Context: an optimization exercise on an open-source flow, tuned for small area. The choices shown serve that exercise and are no tape-out recipe.
In this exercise RTL edits were held to simulation tests only and were not proved equivalent to the original.

==> lagoon <==
## interpolator_raw
module  interpolator_raw #
(
    parameter D_width = 6
)
(
    input clk,rst,
    input clk_en,
    input din_valid,
    input din_last,
    input [D_width-1:0]dx,dy,
    input [7:0] lu,ru,ld,rd,
    output dout_valid,
    output dout_last,
    output [7:0] p
);
Settings: LEC_CHECK=0, CAP_MARGIN=20, CORE_MARGIN=2, CORE_UTILIZATION=65, GPL_TIMING_DRIVEN=0, SLEW_MARGIN=20, SYNTH_HIERARCHICAL=1, SYNTH_MINIMUM_KEEP_SIZE=0; clock period 5.0 ns.
standard.sh (not shown) runs the stock make flow with config.mk's settings and CLKGATE_MAP_FILE= SYNTH_SCRIPT=/design/flow/synth_recipe.tcl, a recipe that flattens the netlist after the stock synthesis.
==> flow/flow/run.sh <==
#!/bin/bash
# The standard layout (the standard.sh: ORFS synthesis to final layout),
# with two changes:
#  - each port gets a sky130_fd_sc_hd__buf_1 buffer instead of the larger
#    delay cell buffer_ports picks by default;
#  - clock tree synthesis adds no dummy loads.
# All of make's output goes to standard.log in this folder; ORFS writes each
# tool's own log under orfs/logs/.
set -euo pipefail
bash standard.sh \
  "BUFFER_PORTS_ARGS=-buffer_cell sky130_fd_sc_hd__buf_1" \
  "CTS_ARGS=-sink_clustering_enable -repair_clock_nets -dont_use_dummy_load" \
  finish > standard.log 2>&1
==> xenon: changes against lagoon <==
--- a/flow/design.v
+++ b/flow/design.v
@@ -191,38 +191,39 @@
 fa u_xas98 (.a(xac87), .b(xas96), .ci(xac89), .s(xas98), .co(xac97));
 wire xas100, xac99;
 fa u_xas100 (.a(xap32), .b(xap39), .ci(xap46), .s(xas100), .co(xac99));
 wire xas102, xac101;
 fa u_xas102 (.a(xac93), .b(xas100), .ci(xac95), .s(xas102), .co(xac101));
 wire xas104, xac103;
 fa u_xas104 (.a(xap40), .b(xap47), .ci(xac99), .s(xas104), .co(xac103));
-wire xak105 = xap2 | xap9;
-wire xap106 = xap2 ^ xap9;
+wire xak105, xap106;
+or2 u_xak105 (.a(xap2), .b(xap9), .y(xak105));
+xor2 u_xap106 (.a(xap2), .b(xap9), .y(xap106));
 wire xak107 = xas50;
 wire xap108 = 1'b1;
 wire xak109 = xas54;
 wire xap110 = 1'b1;
 wire xak111 = xas60;
 wire xap112 = 1'b1;
 wire xak113 = xas68;
 wire xap114 = 1'b1;
-wire xak115 = xas76 & xac67;
-wire xap116 = xas76 ^ xac67;
-wire xak117 = xac75 & xas84;
-wire xap118 = xac75 ^ xas84;
+wire xak115, xap116;
+kp u_xak115 (.a(xas76), .b(xac67), .k(xak115), .p(xap116));
+wire xak117, xap118;
+kp u_xak117 (.a(xac75), .b(xas84), .k(xak117), .p(xap118));
 wire xak119 = xas92;
 wire xap120 = 1'b1;
-wire xak121 = xac91 & xas98;
-wire xap122 = xac91 ^ xas98;
-wire xak123 = xas102 & xac97;
-wire xap124 = xas102 ^ xac97;
-wire xak125 = xas104 & xac101;
-wire xap126 = xas104 ^ xac101;
-wire xak127 = xap48 & xac103;
-wire xap128 = xap48 ^ xac103;
+wire xak121, xap122;
+kp u_xak121 (.a(xac91), .b(xas98), .k(xak121), .p(xap122));
+wire xak123, xap124;
+kp u_xak123 (.a(xas102), .b(xac97), .k(xak123), .p(xap124));
+wire xak125, xap126;
+kp u_xak125 (.a(xas104), .b(xac101), .k(xak125), .p(xap126));
+wire xak127, xap128;
+kp u_xak127 (.a(xap48), .b(xac103), .k(xak127), .p(xap128));
 wire xak129 = 1'b1;
 wire xap130 = 1'b0;
 wire xaK131 = xak107 | (xap108 & xak105);
 wire xaP132 = xap108 & xap106;
 wire xaK133 = xak111 | (xap112 & xak109);
 wire xaP134 = xap112 & xap110;
 wire xaK135 = xak115 | (xap116 & xak113);
@@ -413,38 +414,39 @@
 fa u_xbs272 (.a(xbc261), .b(xbs270), .ci(xbc263), .s(xbs272), .co(xbc271));
 wire xbs274, xbc273;
 fa u_xbs274 (.a(xbp206), .b(xbp213), .ci(xbp220), .s(xbs274), .co(xbc273));
 wire xbs276, xbc275;
 fa u_xbs276 (.a(xbc267), .b(xbs274), .ci(xbc269), .s(xbs276), .co(xbc275));
 wire xbs278, xbc277;
 fa u_xbs278 (.a(xbp214), .b(xbp221), .ci(xbc273), .s(xbs278), .co(xbc277));
-wire xbk279 = xbp176 | xbp183;
-wire xbp280 = xbp176 ^ xbp183;
+wire xbk279, xbp280;
+or2 u_xbk279 (.a(xbp176), .b(xbp183), .y(xbk279));
+xor2 u_xbp280 (.a(xbp176), .b(xbp183), .y(xbp280));
 wire xbk281 = xbs224;
 wire xbp282 = 1'b1;
 wire xbk283 = xbs228;
 wire xbp284 = 1'b1;
 wire xbk285 = xbs234;
 wire xbp286 = 1'b1;
 wire xbk287 = xbs242;
 wire xbp288 = 1'b1;
-wire xbk289 = xbs250 & xbc241;
-wire xbp290 = xbs250 ^ xbc241;
-wire xbk291 = xbc249 & xbs258;
-wire xbp292 = xbc249 ^ xbs258;
+wire xbk289, xbp290;
+kp u_xbk289 (.a(xbs250), .b(xbc241), .k(xbk289), .p(xbp290));
+wire xbk291, xbp292;
+kp u_xbk291 (.a(xbc249), .b(xbs258), .k(xbk291), .p(xbp292));
 wire xbk293 = xbs266;
 wire xbp294 = 1'b1;
-wire xbk295 = xbc265 & xbs272;
-wire xbp296 = xbc265 ^ xbs272;
-wire xbk297 = xbs276 & xbc271;
-wire xbp298 = xbs276 ^ xbc271;
-wire xbk299 = xbs278 & xbc275;
-wire xbp300 = xbs278 ^ xbc275;
-wire xbk301 = xbp222 & xbc277;
-wire xbp302 = xbp222 ^ xbc277;
+wire xbk295, xbp296;
+kp u_xbk295 (.a(xbc265), .b(xbs272), .k(xbk295), .p(xbp296));
+wire xbk297, xbp298;
+kp u_xbk297 (.a(xbs276), .b(xbc271), .k(xbk297), .p(xbp298));
+wire xbk299, xbp300;
+kp u_xbk299 (.a(xbs278), .b(xbc275), .k(xbk299), .p(xbp300));
+wire xbk301, xbp302;
+kp u_xbk301 (.a(xbp222), .b(xbc277), .k(xbk301), .p(xbp302));
 wire xbk303 = 1'b1;
 wire xbp304 = 1'b0;
 wire xbK305 = xbk281 | (xbp282 & xbk279);
 wire xbP306 = xbp282 & xbp280;
 wire xbK307 = xbk285 | (xbp286 & xbk283);
 wire xbP308 = xbp286 & xbp284;
 wire xbK309 = xbk289 | (xbp290 & xbk287);
@@ -766,50 +768,51 @@
 fa u_ys530 (.a(yc519), .b(ys528), .ci(yc521), .s(ys530), .co(yc529));
 wire ys532, yc531;
 fa u_ys532 (.a(yp404), .b(yp417), .ci(yp430), .s(ys532), .co(yc531));
 wire ys534, yc533;
 fa u_ys534 (.a(yc525), .b(ys532), .ci(yc527), .s(ys534), .co(yc533));
 wire ys536, yc535;
 fa u_ys536 (.a(yp418), .b(yp431), .ci(yc531), .s(ys536), .co(yc535));
-wire yk537 = yp350 | yp363;
-wire yp538 = yp350 ^ yp363;
+wire yk537, yp538;
+or2 u_yk537 (.a(yp350), .b(yp363), .y(yk537));
+xor2 u_yp538 (.a(yp350), .b(yp363), .y(yp538));
 wire yk539 = ys434;
 wire yp540 = 1'b1;
 wire yk541 = ys438;
 wire yp542 = 1'b1;
 wire yk543 = ys444;
 wire yp544 = 1'b1;
 wire yk545 = ys452;
 wire yp546 = 1'b1;
-wire yk547 = ys460 & yc451;
-wire yp548 = ys460 ^ yc451;
-wire yk549 = yc459 & ys468;
-wire yp550 = yc459 ^ ys468;
-wire yk551 = yc467 & ys476;
-wire yp552 = yc467 ^ ys476;
-wire yk553 = yc475 & ys484;
-wire yp554 = yc475 ^ ys484;
-wire yk555 = yc483 & ys492;
-wire yp556 = yc483 ^ ys492;
-wire yk557 = yc491 & ys500;
-wire yp558 = yc491 ^ ys500;
-wire yk559 = yc499 & ys508;
-wire yp560 = yc499 ^ ys508;
-wire yk561 = yc507 & ys516;
-wire yp562 = yc507 ^ ys516;
+wire yk547, yp548;
+kp u_yk547 (.a(ys460), .b(yc451), .k(yk547), .p(yp548));
+wire yk549, yp550;
+kp u_yk549 (.a(yc459), .b(ys468), .k(yk549), .p(yp550));
+wire yk551, yp552;
+kp u_yk551 (.a(yc467), .b(ys476), .k(yk551), .p(yp552));
+wire yk553, yp554;
+kp u_yk553 (.a(yc475), .b(ys484), .k(yk553), .p(yp554));
+wire yk555, yp556;
+kp u_yk555 (.a(yc483), .b(ys492), .k(yk555), .p(yp556));
+wire yk557, yp558;
+kp u_yk557 (.a(yc491), .b(ys500), .k(yk557), .p(yp558));
+wire yk559, yp560;
+kp u_yk559 (.a(yc499), .b(ys508), .k(yk559), .p(yp560));
+wire yk561, yp562;
+kp u_yk561 (.a(yc507), .b(ys516), .k(yk561), .p(yp562));
 wire yk563 = ys524;
 wire yp564 = 1'b1;
-wire yk565 = yc523 & ys530;
-wire yp566 = yc523 ^ ys530;
-wire yk567 = ys534 & yc529;
-wire yp568 = ys534 ^ yc529;
-wire yk569 = ys536 & yc533;
-wire yp570 = ys536 ^ yc533;
-wire yk571 = yp432 & yc535;
-wire yp572 = yp432 ^ yc535;
+wire yk565, yp566;
+kp u_yk565 (.a(yc523), .b(ys530), .k(yk565), .p(yp566));
+wire yk567, yp568;
+kp u_yk567 (.a(ys534), .b(yc529), .k(yk567), .p(yp568));
+wire yk569, yp570;
+kp u_yk569 (.a(ys536), .b(yc533), .k(yk569), .p(yp570));
+wire yk571, yp572;
+kp u_yk571 (.a(yp432), .b(yc535), .k(yk571), .p(yp572));
 wire yk573 = 1'b1;
 wire yp574 = 1'b0;
 wire yK575 = yk539 | (yp540 & yk537);
 wire yP576 = yp540 & yp538;
 wire yK577 = yk543 | (yp544 & yk541);
 wire yP578 = yp544 & yp542;
 wire yK579 = yk547 | (yp548 & yk545);
@@ -930,7 +933,26 @@
 module han (
     input a, b,
     output s, co
 );
 assign s = ~(a ^ b);
 assign co = a | b;
 endmodule
+module kp (
+    input a, b,
+    output k, p
+);
+assign k = a & b;
+assign p = a ^ b;
+endmodule
+module or2 (
+    input a, b,
+    output y
+);
+assign y = a | b;
+endmodule
+module xor2 (
+    input a, b,
+    output y
+);
+assign y = a ^ b;
+endmodule
- GPL_ROUTABILITY_DRIVEN: not set -> 0
- PLACE_DENSITY: not set -> 0.75
==> willow: changes against lagoon <==
--- a/flow/design.v
+++ b/flow/design.v
@@ -191,38 +191,39 @@
 fa u_xas98 (.a(xac87), .b(xas96), .ci(xac89), .s(xas98), .co(xac97));
 wire xas100, xac99;
 fa u_xas100 (.a(xap32), .b(xap39), .ci(xap46), .s(xas100), .co(xac99));
 wire xas102, xac101;
 fa u_xas102 (.a(xac93), .b(xas100), .ci(xac95), .s(xas102), .co(xac101));
 wire xas104, xac103;
 fa u_xas104 (.a(xap40), .b(xap47), .ci(xac99), .s(xas104), .co(xac103));
-wire xak105 = xap2 | xap9;
-wire xap106 = xap2 ^ xap9;
+wire xak105, xap106;
+or2 u_xak105 (.a(xap2), .b(xap9), .y(xak105));
+xor2 u_xap106 (.a(xap2), .b(xap9), .y(xap106));
 wire xak107 = xas50;
 wire xap108 = 1'b1;
 wire xak109 = xas54;
 wire xap110 = 1'b1;
 wire xak111 = xas60;
 wire xap112 = 1'b1;
 wire xak113 = xas68;
 wire xap114 = 1'b1;
-wire xak115 = xas76 & xac67;
-wire xap116 = xas76 ^ xac67;
-wire xak117 = xac75 & xas84;
-wire xap118 = xac75 ^ xas84;
+wire xak115, xap116;
+kp u_xak115 (.a(xas76), .b(xac67), .k(xak115), .p(xap116));
+wire xak117, xap118;
+kp u_xak117 (.a(xac75), .b(xas84), .k(xak117), .p(xap118));
 wire xak119 = xas92;
 wire xap120 = 1'b1;
-wire xak121 = xac91 & xas98;
-wire xap122 = xac91 ^ xas98;
-wire xak123 = xas102 & xac97;
-wire xap124 = xas102 ^ xac97;
-wire xak125 = xas104 & xac101;
-wire xap126 = xas104 ^ xac101;
-wire xak127 = xap48 & xac103;
-wire xap128 = xap48 ^ xac103;
+wire xak121, xap122;
+kp u_xak121 (.a(xac91), .b(xas98), .k(xak121), .p(xap122));
+wire xak123, xap124;
+kp u_xak123 (.a(xas102), .b(xac97), .k(xak123), .p(xap124));
+wire xak125, xap126;
+kp u_xak125 (.a(xas104), .b(xac101), .k(xak125), .p(xap126));
+wire xak127, xap128;
+kp u_xak127 (.a(xap48), .b(xac103), .k(xak127), .p(xap128));
 wire xak129 = 1'b1;
 wire xap130 = 1'b0;
 wire xaK131 = xak107 | (xap108 & xak105);
 wire xaP132 = xap108 & xap106;
 wire xaK133 = xak111 | (xap112 & xak109);
 wire xaP134 = xap112 & xap110;
 wire xaK135 = xak115 | (xap116 & xak113);
@@ -413,38 +414,39 @@
 fa u_xbs272 (.a(xbc261), .b(xbs270), .ci(xbc263), .s(xbs272), .co(xbc271));
 wire xbs274, xbc273;
 fa u_xbs274 (.a(xbp206), .b(xbp213), .ci(xbp220), .s(xbs274), .co(xbc273));
 wire xbs276, xbc275;
 fa u_xbs276 (.a(xbc267), .b(xbs274), .ci(xbc269), .s(xbs276), .co(xbc275));
 wire xbs278, xbc277;
 fa u_xbs278 (.a(xbp214), .b(xbp221), .ci(xbc273), .s(xbs278), .co(xbc277));
-wire xbk279 = xbp176 | xbp183;
-wire xbp280 = xbp176 ^ xbp183;
+wire xbk279, xbp280;
+or2 u_xbk279 (.a(xbp176), .b(xbp183), .y(xbk279));
+xor2 u_xbp280 (.a(xbp176), .b(xbp183), .y(xbp280));
 wire xbk281 = xbs224;
 wire xbp282 = 1'b1;
 wire xbk283 = xbs228;
 wire xbp284 = 1'b1;
 wire xbk285 = xbs234;
 wire xbp286 = 1'b1;
 wire xbk287 = xbs242;
 wire xbp288 = 1'b1;
-wire xbk289 = xbs250 & xbc241;
-wire xbp290 = xbs250 ^ xbc241;
-wire xbk291 = xbc249 & xbs258;
-wire xbp292 = xbc249 ^ xbs258;
+wire xbk289, xbp290;
+kp u_xbk289 (.a(xbs250), .b(xbc241), .k(xbk289), .p(xbp290));
+wire xbk291, xbp292;
+kp u_xbk291 (.a(xbc249), .b(xbs258), .k(xbk291), .p(xbp292));
 wire xbk293 = xbs266;
 wire xbp294 = 1'b1;
-wire xbk295 = xbc265 & xbs272;
-wire xbp296 = xbc265 ^ xbs272;
-wire xbk297 = xbs276 & xbc271;
-wire xbp298 = xbs276 ^ xbc271;
-wire xbk299 = xbs278 & xbc275;
-wire xbp300 = xbs278 ^ xbc275;
-wire xbk301 = xbp222 & xbc277;
-wire xbp302 = xbp222 ^ xbc277;
+wire xbk295, xbp296;
+kp u_xbk295 (.a(xbc265), .b(xbs272), .k(xbk295), .p(xbp296));
+wire xbk297, xbp298;
+kp u_xbk297 (.a(xbs276), .b(xbc271), .k(xbk297), .p(xbp298));
+wire xbk299, xbp300;
+kp u_xbk299 (.a(xbs278), .b(xbc275), .k(xbk299), .p(xbp300));
+wire xbk301, xbp302;
+kp u_xbk301 (.a(xbp222), .b(xbc277), .k(xbk301), .p(xbp302));
 wire xbk303 = 1'b1;
 wire xbp304 = 1'b0;
 wire xbK305 = xbk281 | (xbp282 & xbk279);
 wire xbP306 = xbp282 & xbp280;
 wire xbK307 = xbk285 | (xbp286 & xbk283);
 wire xbP308 = xbp286 & xbp284;
 wire xbK309 = xbk289 | (xbp290 & xbk287);
@@ -766,50 +768,51 @@
 fa u_ys530 (.a(yc519), .b(ys528), .ci(yc521), .s(ys530), .co(yc529));
 wire ys532, yc531;
 fa u_ys532 (.a(yp404), .b(yp417), .ci(yp430), .s(ys532), .co(yc531));
 wire ys534, yc533;
 fa u_ys534 (.a(yc525), .b(ys532), .ci(yc527), .s(ys534), .co(yc533));
 wire ys536, yc535;
 fa u_ys536 (.a(yp418), .b(yp431), .ci(yc531), .s(ys536), .co(yc535));
-wire yk537 = yp350 | yp363;
-wire yp538 = yp350 ^ yp363;
+wire yk537, yp538;
+or2 u_yk537 (.a(yp350), .b(yp363), .y(yk537));
+xor2 u_yp538 (.a(yp350), .b(yp363), .y(yp538));
 wire yk539 = ys434;
 wire yp540 = 1'b1;
 wire yk541 = ys438;
 wire yp542 = 1'b1;
 wire yk543 = ys444;
 wire yp544 = 1'b1;
 wire yk545 = ys452;
 wire yp546 = 1'b1;
-wire yk547 = ys460 & yc451;
-wire yp548 = ys460 ^ yc451;
-wire yk549 = yc459 & ys468;
-wire yp550 = yc459 ^ ys468;
-wire yk551 = yc467 & ys476;
-wire yp552 = yc467 ^ ys476;
-wire yk553 = yc475 & ys484;
-wire yp554 = yc475 ^ ys484;
-wire yk555 = yc483 & ys492;
-wire yp556 = yc483 ^ ys492;
-wire yk557 = yc491 & ys500;
-wire yp558 = yc491 ^ ys500;
-wire yk559 = yc499 & ys508;
-wire yp560 = yc499 ^ ys508;
-wire yk561 = yc507 & ys516;
-wire yp562 = yc507 ^ ys516;
+wire yk547, yp548;
+kp u_yk547 (.a(ys460), .b(yc451), .k(yk547), .p(yp548));
+wire yk549, yp550;
+kp u_yk549 (.a(yc459), .b(ys468), .k(yk549), .p(yp550));
+wire yk551, yp552;
+kp u_yk551 (.a(yc467), .b(ys476), .k(yk551), .p(yp552));
+wire yk553, yp554;
+kp u_yk553 (.a(yc475), .b(ys484), .k(yk553), .p(yp554));
+wire yk555, yp556;
+kp u_yk555 (.a(yc483), .b(ys492), .k(yk555), .p(yp556));
+wire yk557, yp558;
+kp u_yk557 (.a(yc491), .b(ys500), .k(yk557), .p(yp558));
+wire yk559, yp560;
+kp u_yk559 (.a(yc499), .b(ys508), .k(yk559), .p(yp560));
+wire yk561, yp562;
+kp u_yk561 (.a(yc507), .b(ys516), .k(yk561), .p(yp562));
 wire yk563 = ys524;
 wire yp564 = 1'b1;
-wire yk565 = yc523 & ys530;
-wire yp566 = yc523 ^ ys530;
-wire yk567 = ys534 & yc529;
-wire yp568 = ys534 ^ yc529;
-wire yk569 = ys536 & yc533;
-wire yp570 = ys536 ^ yc533;
-wire yk571 = yp432 & yc535;
-wire yp572 = yp432 ^ yc535;
+wire yk565, yp566;
+kp u_yk565 (.a(yc523), .b(ys530), .k(yk565), .p(yp566));
+wire yk567, yp568;
+kp u_yk567 (.a(ys534), .b(yc529), .k(yk567), .p(yp568));
+wire yk569, yp570;
+kp u_yk569 (.a(ys536), .b(yc533), .k(yk569), .p(yp570));
+wire yk571, yp572;
+kp u_yk571 (.a(yp432), .b(yc535), .k(yk571), .p(yp572));
 wire yk573 = 1'b1;
 wire yp574 = 1'b0;
 wire yK575 = yk539 | (yp540 & yk537);
 wire yP576 = yp540 & yp538;
 wire yK577 = yk543 | (yp544 & yk541);
 wire yP578 = yp544 & yp542;
 wire yK579 = yk547 | (yp548 & yk545);
@@ -930,7 +933,26 @@
 module han (
     input a, b,
     output s, co
 );
 assign s = ~(a ^ b);
 assign co = a | b;
 endmodule
+module kp (
+    input a, b,
+    output k, p
+);
+assign k = a & b;
+assign p = a ^ b;
+endmodule
+module or2 (
+    input a, b,
+    output y
+);
+assign y = a | b;
+endmodule
+module xor2 (
+    input a, b,
+    output y
+);
+assign y = a ^ b;
+endmodule
- PLACE_DENSITY: not set -> 0.75
==> notes <==
lagoon produced a layout that fails on negative setup slack. willow went through all stages and came out clean. xenon produced a clean layout.
The highest core utilization belongs to lagoon, the lowest to xenon.
Synthesized area is the same in willow and xenon.
Between lagoon and willow, the lower synthesized cell count is in lagoon (gap 0.39%, measured against willow).
In clock-buffer cell count, willow and xenon do not differ.
The lowest worst setup slack belongs to lagoon, the highest to xenon.
Final area, lowest first: xenon, willow, lagoon.
Between xenon and willow, the lower clock skew is in willow (gap 0.0069 ns).
Between willow and xenon, the lower sequential share of layout area is in willow (gap 0.082 points).

-- separate check: timing with driven ports --
Ports are ideal in the flow. The routed layouts listed here were re-timed in OpenROAD.
Step 1 (the two cells are an assumption about what drives the block):
set clk [get_ports {clk}]
set_driving_cell -lib_cell sky130_fd_sc_hd__clkbuf_16 $clk
set_driving_cell -lib_cell sky130_fd_sc_hd__buf_2 [delete_from_list [all_inputs] $clk]
Step 2 times the ports against the registers' clock, not the clock port: input delays grow and output delays shrink by t, the midpoint of the rising clock arrivals with the driver on.
Three values: ideal, step 1, step 2; two values: the first two.
run | t, ns | setup WS [ns] | hold WS [ns] | worst setup path after step 2 | latest minus earliest clock arrival (ns)
lagoon | 0.381 | -0.005 / -0.005 / -0.290 | 0.423 / 0.423 / 0.423 | input to register | 0.019 / 0.019
xenon | 0.360 | 0.132 / 0.136 / -0.225 | 0.424 / 0.424 / 0.424 | input to register | 0.026 / 0.027
willow | 0.367 | 0.078 / 0.088 / -0.279 | 0.425 / 0.425 / 0.425 | input to register | 0.019 / 0.020
With both steps, setup timing fails in xenon and willow, where it was met with ideal ports.
